This design comes from an exercise in tuning for small area and a short achievable clock period on the open sky130 flow, not from production work. In this exercise RTL edits were held to simulation tests only and were not proved equivalent to the original. Power is estimated from default activity; no workload was simulated.

## cpu
module cpu( 
    input clk,                           
    input RST,                           
    output [23:0] AB,                    
    output sync,                         
    input [7:0] DI,                      
    output reg [7:0] DO,                 
    output WE,                           
    input IRQ,                           
    input NMI,                           
    input RDY,                           
    input debug );                       
 parameter
    SYNC  = 6'd0,
    IMM0  = 6'd1,
    PHA0  = 6'd2,
    PLA0  = 6'd3,
    ZPG0  = 6'd4,
    DATA  = 6'd5,
    ABS0  = 6'd6,
    ABS1  = 6'd7,
    BRA0  = 6'd8,
    JSR0  = 6'd9,
    JSR1  = 6'd10,
    JSR2  = 6'd11,
    RTS0  = 6'd12,
    RTS1  = 6'd13,
    RTS2  = 6'd14,
    JMP0  = 6'd15,
    JMP1  = 6'd16,
    IDX0  = 6'd17,
    IDX1  = 6'd18,
    IDX2  = 6'd19,
    BRK0  = 6'd20,
    BRK1  = 6'd21,
    BRK2  = 6'd22,
    BRK3  = 6'd23,
    RTI0  = 6'd24,
    IND0  = 6'd25,
    IND1  = 6'd26,
    ZPW0  = 6'd27,
    ABW0  = 6'd28,
    ABW1  = 6'd29,
    RMW0  = 6'd30,
    RMW1  = 6'd31,
    BRK4  = 6'd32,
    JMPW  = 6'd33,
    INDW  = 6'd34,
    ABSW  = 6'd35,
    ABWW  = 6'd36,
    JSRW  = 6'd37,
    JSRH  = 6'd38,
    JSRL  = 6'd39,
    JSR3  = 6'd40,
    JSR4  = 6'd41,
    RTSW  = 6'd42,
    IMMR  = 6'd43,
    ABSR  = 6'd44,
    ZPGR  = 6'd45,
    IDXR  = 6'd46,
    PHAR  = 6'd47,
    PHAS  = 6'd48,
    PLAR  = 6'd49;
parameter
    NOP   = 2'b00,
    LDA   = 2'b01,
    STA   = 2'b10,
    RMW   = 2'b11;
parameter
    DST__ = 2'b00,
    DST_X = 2'b01,
    DST_Y = 2'b10,
    DST_A = 2'b11;
parameter
    SRC__ = 2'b00,
    SRC_Z = 2'b00,
    SRC_X = 2'b01,
    SRC_Y = 2'b10,
    SRC_A = 2'b11;
parameter
    SEL_Z = 2'b00,
    SEL_X = 2'b01,
    SEL_Y = 2'b10,
    SEL_A = 2'b11;
parameter
    FLAG____ = 2'b00,
    FLAG_ADD = 2'b01,
    FLAG_CMP = 2'b10,
    FLAG_BIT = 2'b11;
parameter
    IZ = SEL_Z,
    IX = SEL_X,
    IY = SEL_Y;
parameter
    IDX___ = 2'b00,      
    IDX_X_ = 2'b01,      
  ...
Size in the first run: roughly 48 I/O pins, about 0.020 mm2 of cells after synthesis.
clock: 11.0 ns
lec_check: 0
abc_area: 1
cap_margin: 20
core_margin: 2
core_utilization: 40
cts_buf_list: sky130_fd_sc_hd__clkbuf_8
cts_cluster_diameter: 70
cts_cluster_size: 16
place_density: 0.6
setup_slack_margin: 4
slew_margin: 20
run.sh (not shown) runs the stock make flow with config.mk's settings and CLKGATE_MAP_FILE= SYNTH_SCRIPT=/design/flow/synth_recipe.tcl, a recipe that flattens the netlist after the stock synthesis.
Edit:
Settings changed: CTS_CLUSTER_DIAMETER 70 to 60, CTS_CLUSTER_SIZE 16 to 14, SETUP_SLACK_MARGIN 4 to 3.8.
What happened: Clock-buffer cell count grows by 3; utilization hardly moves; setup slack is worse by 0.16 ns; total power stays flat; hold slack stays flat.
Edit:
Settings changed: ABC_CLOCK_PERIOD_IN_PS set to 6000, SETUP_SLACK_MARGIN 3.8 to 4.
Outcome: Final cell count is unchanged. Utilization went up by 0.13 points. Area after synthesis does not change. Routed wire length went up slightly. Maximum frequency went up by a few percent. Synthesized cell count is unchanged. Critical path depth went down by 3. Clock power barely changes. Die area does not change.
Edit:
Settings changed: ABC_CLOCK_PERIOD_IN_PS 6000 to not set, GPL_ROUTABILITY_DRIVEN set to 0.
Effect: Synthesized area stays the same. Clock skew fell by 0.012 ns. Cell count is about the same. Power barely changes.
Edit:
Settings changed: ABC_AREA 1 to 0, CTS_CLUSTER_DIAMETER 60 to not set, CTS_CLUSTER_SIZE 14 to not set, GPL_ROUTABILITY_DRIVEN 0 to not set.
Routed wire length came out lower by 2.2%.
Final area is about the same.
Worst setup slack gets worse by 0.24 ns.
Global-route usage went down by 0.10 points.
Clock-buffer cell count came out higher by 20.
Total power rises by 1.9%.
Maximum frequency went down by 3.3%.
First-iteration DRC count falls by 17%.

## static timing again, ports no longer ideal
How much do the figures lean on ideal ports? The routed layouts below were timed once more, with nothing changed but the port constraints. Step 1: set_driving_cell puts a clkbuf_16 on clk and a buf_2 on each other input, an assumption about the parent block. Step 2 also shifts input and output timing later by t, the mid clock arrival at the registers, as if the neighbouring blocks saw the same clock. Slacks: ideal / step 1 / step 2; pairs: ideal / step 1.
| run | t, ns | setup WS [ns] | worst setup path after step 2 | worst register clock-pin slew, ns | cell pins on the clock port's net |
|---|---|---|---|---|---|
| the first run | 0.681 | 4.111 / 4.089 / 4.089 | input to output | 0.12 / 0.12 | 1 |
| the second run | 0.699 | 3.951 / 3.930 / 3.930 | input to output | 0.09 / 0.09 | 1 |
| the third run | 0.696 | 4.127 / 4.107 / 4.107 | input to output | 0.10 / 0.10 | 1 |
| the fourth run | 0.686 | 4.126 / 4.097 / 4.097 | input to output | 0.10 / 0.10 | 1 |
| the fifth run | 0.667 | 3.887 / 3.863 / 3.863 | input to output | 0.07 / 0.07 | 1 |
After both steps every run listed still meets setup and hold. The setup slack of the fourth run, which loses most, moves by -0.029 ns with the drivers and by -0.029 ns with both steps.
